Background: an optimization exercise with open tools, aiming at small area. Do not read the settings as production practice.
Only simulation tests tie the RTL to the original design; equivalence was not proved.
Power and IR drop assume default switching activity.

===== run.sh =====
#!/bin/bash
# synth_recipe.tcl (not shown) runs the flow's synth.tcl, then flattens the netlist and writes it again
# the make line also repeats each setting of config.mk as NAME=value (left out here)
make -C /OpenROAD-flow-scripts/flow DESIGN_CONFIG=/design/flow/config.mk WORK_HOME=/design/flow/orfs CLKGATE_MAP_FILE= SYNTH_SCRIPT=/design/flow/synth_recipe.tcl finish

===== config.mk =====
export PLATFORM = sky130hd
export DESIGN_NAME = temp_top
export DESIGN_NICKNAME = temp_top
export VERILOG_FILES = /design/flow/design.v
export SDC_FILE = /design/flow/constraint.sdc
export NUM_CORES = 4
export LEC_CHECK = 0
export CAP_MARGIN = 20
export CORE_MARGIN = 2
export CORE_UTILIZATION = 40
export SLEW_MARGIN = 20

===== constraint.sdc =====
create_clock -name core_clock -period 250.0 [get_ports {clk}]
set_input_delay 50.0000 -clock core_clock [delete_from_list [all_inputs] [get_ports {clk}]]
set_output_delay 50.0000 -clock core_clock [all_outputs]
set_load 0.01 [all_outputs]

===== design.v =====
module temp_top #(parameter MS_200 = 24'd400_000)(
    input               clk,
    input               rst_n,
    input       [2:0]   key_in,
    input               dq_in,
    output reg          dq_out,
    output      [5:0]   SEL,
    output reg  [7:0]   DIG
);
    reg  [15:0] fcnt;
    wire        tick = (fcnt == 16'hbcf9);       
    reg  [2:0]  jc;                              
    reg  [2:0]  q;
    wire        end400 = tick & (&q);
    always @(posedge clk or negedge rst_n) begin
        if (!rst_n) begin
            fcnt <= 16'd0;
            jc   <= 3'b100;
            q    <= 3'd0;
        end else begin
            fcnt <= tick ? 16'd0 : {~fcnt[14:0], ~(fcnt[15] ^ fcnt[6])};
            if (tick) begin
                jc <= {jc[1:0], ~jc[2]};
                q  <= q + 3'd1;
            end
        end
    end
    wire d0 = ~jc[2] & ~jc[0];
    wire d1 = ~jc[1] &  jc[0];
    wire d2 =  jc[1] & ~jc[2];
    wire d3 =  jc[2] &  jc[0];
    wire d4 =  jc[1] & ~jc[0];
    wire d5 =  jc[2] & ~jc[1];
    assign SEL = ~{d5, d4, d3, d2, d1, d0};
    reg  [2:0]  k0;
    reg         nreg, add_flag, dd;
    reg  [19:0] dcnt;
    wire        E   = add_flag & (dcnt == 20'h96226);    
    wire        run = add_flag & ~E;
    always @(posedge clk or negedge rst_n) begin
        if (!rst_n) begin
            k0       <= 3'b001;
            nreg     <= 1'b0;
            add_flag <= 1'b0;
            dd       <= 1'b0;
        end else begin
            k0       <= key_in;
            nreg     <= |(~key_in & k0);
            add_flag <= nreg | run;
            dd       <= E;
        end
    end
    always @(posedge clk)
        dcnt <= run ? {~dcnt[18:0], ~(dcnt[19] ^ dcnt[2])} : 20'd0;
    wire        anypress = dd & ~(&k0);
    localparam [3:0] S_IDLE  = 4'b0000,
                     S_INIT0 = 4'b0010,
                     S_INIT1 = 4'b0011,
                     S_SKROM = 4'b0100,
                     S_SET   = 4'b0101,
                     S_CONVW = 4'b0110,
                     S_READW = 4'b0111,
                     S_CONVR = 4'b1010,
                     S_READR = 4'b1011;
    reg  [3:0]  st;
    reg  [14:0] cnt;
    reg  [2:0]  bitc;
    reg  [1:0]  bytec;
    reg         rx;
    reg  [11:0] sr;
    reg  [11:0] data;
    reg  [1:0]  r;           
    reg  [1:0]  ro;          
    reg         flag_set, flag_convert, flag_read;
    wire s_idle  = (st == S_IDLE);
    wire s_init  = (st == S_INIT0) | (st == S_INIT1);
    wire s_write = (st == S_SKROM) | (st == S_SET) | (st == S_CONVW) | (st == S_READW);
    wire s_read  = (st == S_CONVR) | (st == S_READR);
    wire cnt_end  = s_init ? (cnt == 15'd24999) : (cnt == 15'd3999);
    wire se       = ~s_idle & cnt_end;
    wire byte_end = se & (&bitc);
    wire samp     = (cnt == 15'd600);
    wire set2idle  = (st == S_SET)   & byte_end & (&bytec);
    wire conv2idle = (st == S_CONVR) & rx;
    wire read2idle = (st == S_READR) & byte_end & bytec[0];
    reg  [7:0] sbyte;
    always @(*) begin
        case (st)
            S_SKROM: sbyte = 8'hcc;
            S_CONVW: sbyte = 8'h44;
            S_READW: sbyte = 8'hbe;
            default:
                case (bytec)
                    2'd0: sbyte = 8'h4e;
                    2'd1: sbyte = 8'h28;
                    2'd2: sbyte = 8'hf6;
                    default: sbyte = {1'b0, r, 5'h1f};
                endcase
        endcase
    end
    wire sbit = sbyte[bitc];
    always @(*) begin
        if (s_read)
            dq_out = (cnt > 15'd150);
        else if (s_write)
            dq_out = sbit ? (cnt > 15'd350) : (cnt > 15'd3500);
        else
            dq_out = (st != S_INIT0);
    end
    always @(posedge clk or negedge rst_n) begin
        if (!rst_n) begin
            st <= S_IDLE;
        end else begin
            case (st)
                S_IDLE:  if (flag_set | flag_convert | flag_read) st <= S_INIT0;
                S_INIT0: if (se) st <= S_INIT1;
                S_INIT1: if (se) st <= rx ? S_SKROM : S_IDLE;
                S_SKROM: if (byte_end) st <= flag_set ? S_SET : flag_convert ? S_CONVW : S_READW;
                S_SET:   if (set2idle) st <= S_IDLE;
                S_CONVW: if (byte_end) st <= S_CONVR;
                S_CONVR: if (rx) st <= S_IDLE;
                S_READW: if (byte_end) st <= S_READR;
                S_READR: if (read2idle) st <= S_IDLE;
                default: st <= S_IDLE;
            endcase
        end
    end
    always @(posedge clk) begin
        cnt <= (s_idle | cnt_end) ? 15'd0 : cnt + 15'd1;
        if (s_idle | s_init)
            bitc <= 3'd0;
        else if (se)
            bitc <= bitc + 3'd1;
        if (!((st == S_SET) | (st == S_READR)))
            bytec <= 2'd0;
        else if (byte_end)
            bytec <= bytec + 2'd1;
        if ((st == S_INIT0) | (st == S_CONVW))
            rx <= 1'b0;
        else if (st == S_INIT1)
            rx <= rx | ~dq_in;
        else if (samp)
            rx <= dq_in;
        if ((st == S_READR) & samp & ~(bytec[0] & bitc[2]))
            sr <= {dq_in, sr[11:1]};
    end
    always @(posedge clk or negedge rst_n) begin
        if (!rst_n) begin
            flag_set     <= 1'b0;
            flag_convert <= 1'b0;
            flag_read    <= 1'b0;
            r            <= 2'd3;
            ro           <= 2'd3;
            data         <= 12'd0;
        end else begin
            if (anypress)
                flag_set <= 1'b1;
            else if (set2idle)
                flag_set <= 1'b0;
            if (end400)
                flag_convert <= 1'b1;
            else if (conv2idle)
                flag_convert <= 1'b0;
            if (conv2idle)
                flag_read <= 1'b1;
            else if (read2idle)
                flag_read <= 1'b0;
            if (anypress)
                case (k0)
                    3'b011:  r <= 2'd0;
                    3'b101:  r <= 2'd1;
                    3'b110:  r <= 2'd2;
                    default: r <= 2'd3;
                endcase
            if (read2idle) begin
                data <= sr;
                ro   <= r;
            end
        end
    end
    wire [6:0] pi = data[10:4];
    wire       hund = (pi >= 7'd100);
    reg  [3:0] tens, units;
    always @(*) begin
        tens  = (pi % 7'd100) / 7'd10;
        units = pi % 7'd10;
    end
    reg  [3:0] m0a, m0b, m0c, m0d;       
    always @(*) begin
        case (data[3:0])
            4'd0:  {m0a, m0b, m0c, m0d} = 16'h0000;
            4'd1:  {m0a, m0b, m0c, m0d} = 16'h0625;
            4'd2:  {m0a, m0b, m0c, m0d} = 16'h1250;
            4'd3:  {m0a, m0b, m0c, m0d} = 16'h1875;
            4'd4:  {m0a, m0b, m0c, m0d} = 16'h2500;
            4'd5:  {m0a, m0b, m0c, m0d} = 16'h3125;
            4'd6:  {m0a, m0b, m0c, m0d} = 16'h3750;
            4'd7:  {m0a, m0b, m0c, m0d} = 16'h4375;
            4'd8:  {m0a, m0b, m0c, m0d} = 16'h5000;
            4'd9:  {m0a, m0b, m0c, m0d} = 16'h5625;
            4'd10: {m0a, m0b, m0c, m0d} = 16'h6250;
            4'd11: {m0a, m0b, m0c, m0d} = 16'h6875;
            4'd12: {m0a, m0b, m0c, m0d} = 16'h7500;
            4'd13: {m0a, m0b, m0c, m0d} = 16'h8125;
            4'd14: {m0a, m0b, m0c, m0d} = 16'h8750;
            default: {m0a, m0b, m0c, m0d} = 16'h9375;
        endcase
    end
    reg  [3:0] m3a, m3b, m3c;
    always @(*) begin
        case (data[3:1])
            3'd0: {m3a, m3b, m3c} = 12'h000;
            3'd1: {m3a, m3b, m3c} = 12'h125;
            3'd2: {m3a, m3b, m3c} = 12'h250;
            3'd3: {m3a, m3b, m3c} = 12'h375;
            3'd4: {m3a, m3b, m3c} = 12'h500;
            3'd5: {m3a, m3b, m3c} = 12'h625;
            3'd6: {m3a, m3b, m3c} = 12'h750;
            default: {m3a, m3b, m3c} = 12'h875;
        endcase
    end
    reg  [3:0] m2a, m2b;
    always @(*) begin
        case (data[3:2])
            2'd0: {m2a, m2b} = 8'h00;
            2'd1: {m2a, m2b} = 8'h25;
            2'd2: {m2a, m2b} = 8'h50;
            default: {m2a, m2b} = 8'h75;
        endcase
    end
    wire [3:0] sgn   = data[11] ? 4'd11 : 4'd10;
    wire [3:0] hdig  = hund ? 4'd1 : 4'd10;
    wire [1:0] mode  = ro + 2'd1;       
    reg  [3:0] tmp;
    reg        point;
    always @(*) begin
        point = 1'b1;
        tmp   = 4'd10;
        case (mode)
            2'd0: begin
                if (d0) tmp = tens;
                if (d1) begin tmp = units; point = 1'b0; end
                if (d2) tmp = m0a;
                if (d3) tmp = m0b;
                if (d4) tmp = m0c;
                if (d5) tmp = m0d;
            end
            2'd1: begin
                if (d0) tmp = sgn;
                if (d2) tmp = hdig;
                if (d3) tmp = tens;
                if (d4) begin tmp = units; point = 1'b0; end
                if (d5) tmp = data[3] ? 4'd5 : 4'd0;
            end
            2'd2: begin
                if (d0) tmp = sgn;
                if (d1) tmp = hdig;
                if (d2) tmp = tens;
                if (d3) begin tmp = units; point = 1'b0; end
                if (d4) tmp = m2a;
                if (d5) tmp = m2b;
            end
            default: begin
                if (d0) tmp = sgn;
                if (d1) tmp = tens;
                if (d2) begin tmp = units; point = 1'b0; end
                if (d3) tmp = m3a;
                if (d4) tmp = m3b;
                if (d5) tmp = m3c;
            end
        endcase
    end
    always @(*) begin
        case (tmp)
            4'd0 : DIG = {point, 7'b100_0000};
            4'd1 : DIG = {point, 7'b111_1001};
            4'd2 : DIG = {point, 7'b010_0100};
            4'd3 : DIG = {point, 7'b011_0000};
            4'd4 : DIG = {point, 7'b001_1001};
            4'd5 : DIG = {point, 7'b001_0010};
            4'd6 : DIG = {point, 7'b000_0010};
            4'd7 : DIG = {point, 7'b111_1000};
            4'd8 : DIG = {point, 7'b000_0000};
            4'd9 : DIG = {point, 7'b001_0000};
            4'd10: DIG = {point, 7'b111_1111};
            default: DIG = {point, 7'b011_1111};
        endcase
    end
endmodule

==> impl_results.md <==
* Status: complete, no violations
* Share of power burned in registers at 51.8%
* Area Growth Syn to Fin at 8.98%
* Fillers at 1422
* Hold Path Cell Cnt at 1
* GPL Wtd Cong at 0.924
* Clock Pin Slew Worst Setup and Hold Paths at 70 ps
* Setup Skew at 5.80 ps
* Post-DP HPWL at 10000 microns
* Internal Power at 0.0296 mW
* CORE AREA at 0.0146 sq mm
* Drt pass-1 iters at 5
* Switching share of power at 31.0%
* Smallest setup slack after layout at 194740 ps
* Floorplan row count at 44
* Post-Synthesis Cell Area at 0.00606 sq mm
* Async SR Flop Fraction at 49.0%
* Crit path DAT at 5260 ps
* Critical Path RT at 200000 ps
* Post-place instance area at 0.00631 sq mm
* Chip width at 127 microns
* Critical path's largest stage delay at 780 ps
* Max_slew headroom at 33.9%
* Comb pwr share at 16.8%
* Total CTS buffers at 9
* I/O pin count at 21
* Total track usage at 17.9%
* Clock latency at the later pin of the worst-skew pair at 350 ps
* First-pass GRT wire length at 23900 microns
* Top cells by area, synth: dfrtp_1 19%, dfxtp_1 14%, edfxtp_1 5.9%
* Final Max Tran Viols at 0
* Peak Freq at 0.0181 GHz
* Critical Path Sink Type: primary output
* CTS tree: done
* Via Count at 5087
* Die Area at 0.0162 sq mm
* Largest net degree at the start of global routing at 52
* Non-Filler Instances at 864
* Hold endpoint: fcnt[14]
* Area leader, netlist: dfrtp_1
* # DRC at 0
* Synth unique cells at 82
* Peak supply drop at 0.00527 mV
* Vias in the first global route at 4819
* H-tree Lvls at 3
* Slowest stage cell on the critical path: dfrtp_1
* Synth Register Bits at 104
* Area of the multi-input gates at 0.00327 sq mm
* Final min period at 55260 ps
* RSZ-0062 raised after global routing: no
* Die outline height at 127 microns
* Clock Tree Buf Depth at 2
* Hold Startpoint: fcnt[13]
* Tcrit/Tclk final at 22.1%
* Ys flop type: dfrtp_1
* Switch Pwr at 0.0133 mW
* FF-to-FF setup slack at 246840 ps
* Maxcap violations at 0
* CP Max Fanout at 25
* Fin. Hold Viols at 0
* Min-Delay Path Class: register to register
* R2R Path Start: cnt[1]
* Reg area at 0.00246 sq mm
* Clk root buf: clkbuf_16
* # placed instances at 848
* Antenna cells at 0
* Worst Reg-to-Reg Cells at 7
* Synth warn at 1
* DR WL/cell at 16.2 microns
* Pre-CTS WS at 195220 ps
* Startpoint class of the critical path: register
* Critical R2R Capture: data[5]
* EDFF count, synth at 12
* Slew @ Worst Pin at 986 ps
* Cts repair resizes at 0
* CTS Hold Bufs at 0
* Syn avg cell area at 8.84 sq um
* Top cell type's share of synthesized area at 18.6%
* Clk sinks at 104
* Routed Antenna Nets at 0
* Synthesized Nets at 710
* Initial Utilization at 41.4%
* Post-CTS setup buffers at 0
* Cells after synthesis at 686
* Gr ovfl total at 0
* Share of cells above drive strength 1 at 8.38%
* Seq/Total Area, Yosys at 40.7%
* Via/cell ratio at 5.89
* Final Setup Violations at 0
* Clock power share at 31.4%
* Pwr Density at 6.50 mW/mm^2
* Initial DRC Count at 505
* Port buffer count at 20
* LEAKAGE at 2.56 nW
* Design Area, Final at 0.00661 sq mm
* Total Wirelength at 14000 microns
* Final #Nets at 699
* Critical-path cell list: nor2b_1, a22oi_1, o221a_2, ha_1, nor2b_1, a22oi_1, o21ai_0, a311oi_2, a41oi_1, o31ai_2, o21ai_0, a211o_1, clkdlybuf4s50_1
* Sum of negative setup slack at 0 ps
* Setup Crit Path Kind: register to primary output
* Initial antenna violation count at 0
-- state kept, by name, summed over array words and instances, names as in the netlist, 2 cells and up --
signal  count
cnt        15
st          4
ro          2
q           3
k0          3
data       12
jc          3
bytec       2
dcnt       20
bitc        3
sr         12
fcnt       16
r           2
-- how the worst max path moves through the flow --
stage | slack [ps] | from | end | cells past startpoint
after floorplan | 196590 | data[9] | DIG[3] | 15
after global placement | 195410 | data[8] | DIG[3] | 13
final | 194740 | data[8] | DIG[0] | 13
after CTS | 194820 | data[8] | DIG[0] | 13
after detailed placement | 195220 | data[8] | DIG[0] | 13
after global routing | 194400 | data[8] | DIG[0] | 13
-- power by group through the flow --
stage	Sequential [mW]	Clock [mW]	Combinational (mW)
after global routing	0.0226	0.0146	0.00831
final	0.0222	0.0135	0.00721
after CTS	0.0222	0.0139	0.00731
after global placement	0.0225	0	0.00707
after floorplan	0.0210	0	0.00648
after detailed placement	0.0225	0	0.00730
-- metrics by stage --
stage	hold slack (ps)	power, mW	util, %
2_1_floorplan	377	0.0275	-
3_3_place_gp	384	0.0296	43.1
3_5_place_dp	392	0.0298	43.1
4_1_cts	403	0.0434	45.1
5_1_grt	422	0.0455	45.1
6_report	399	0.0429	45.1
-- critical path, delay by kind of cell, from the launching register on --
family / cells / cell delay (ps)
compound gates: 9 / 2550
fa+ha+maj: 1 / 320
buf+inv: 1 / 470
flops: 1 / 780
simple gates: 2 / 800
-- layout by cell type, fill, tap and decap left out, types with 5 or more instances in the layout --
| master | count |
|---|---|
| nand2_1 | 45 |
| mux2_2 | 17 |
| or3_1 | 6 |
| nand4_1 | 8 |
| nor2b_1 | 14 |
| inv_1 | 34 |
| a211oi_1 | 6 |
| nand3_1 | 22 |
| nand2b_1 | 18 |
| o22ai_1 | 9 |
| or4_1 | 7 |
| o221ai_1 | 6 |
| xor2_1 | 15 |
| dfstp_2 | 6 |
| a31oi_1 | 11 |
| o31ai_1 | 6 |
| clkbuf_16 | 9 |
| nor2_1 | 83 |
| o21ai_1 | 5 |
| o21ai_0 | 40 |
| clkdlybuf4s50_1 | 19 |
| mux2i_1 | 11 |
| edfxtp_1 | 12 |
| o211ai_1 | 10 |
| ha_1 | 18 |
| xnor2_1 | 8 |
| nor3_1 | 14 |
| a21oi_1 | 28 |
| dfxtp_1 | 41 |
| dfrtp_1 | 45 |
| and2_1 | 5 |
-- routing by layer --
metal | global-route usage [%] | vias to the layer above | wire [microns]
li1 | - | 2480 | -
met1 | 24.4 | 2445 | 6590
met2 | 28.7 | 134 | 6420
met3 | 2.60 | 28 | 624
met4 | 7.05 | 0 | 374
met5 | 0 | - | 0
-- kinds of logic after synthesis --
logic type | after synthesis | synth area share (%)
AO/OA/AOI/OAI | 178 | 20.6
XOR/XNOR | 23 | 3.32
adder cells (fa/ha/maj) | 18 | 3.72
buffers and inverters | 81 | 5.47
flip-flops | 104 | 40.7
multiplexers | 28 | 4.98
AND/OR/NAND/NOR | 254 | 21.3
-- cells in the mapped netlist, drive strengths merged, types with 7 or more instances --
cell    count
a21oi      28
a31oi      11
buf        13
clkbuf     30
dfrtp      45
dfxtp      41
edfxtp     12
ha         18
inv        36
mux2       17
mux2i      11
nand2      45
nand2b     18
nand3      22
nand4       8
nor2       84
nor2b      14
nor3       14
o211ai     10
o21ai      45
o22ai      10
o31ai       7
or4         7
xnor2       8
xor2       15
-- cell type report --
cell class	count	area share [%]
Multi-Input combinational cell	501	49.5
Sequential cell	104	37.3
Tap cell	184	3.49
Clock buffer	9	3.41
Timing Repair Buffer	21	3.11
Inverter	38	2.16
Clock inverter	7	1.00

-- what the ideal ports hide --
In the flow no input, the clock included, has a driving cell. The finished layout below was timed again as built, in two steps.
Step 1: set_driving_cell puts a clkbuf_16 on clk and a buf_2 on each other input, an assumption about the parent block.
Step 2 moves the port delays by t, midway between the first and last clock arrival at a register: inputs arrive t later, outputs are due t later. That takes back most of the time a late clock gives input paths.
Slacks: ideal ports / drivers / drivers and shift; pairs: ideal ports / drivers.
shift t [ns]: 0.381
setup WS [ns]: 194.740 / 194.702 / 195.083
hold WS [ns]: 0.399 / 0.399 / 0.399
latest minus earliest clock arrival (ns): 0.006 / 0.006
slew at the worst register clock pin (ns): 0.07 / 0.07
After both steps this run still meets setup and hold. The setup slack of this run moves by -0.038 ns with the drivers and by +0.343 ns with both steps.
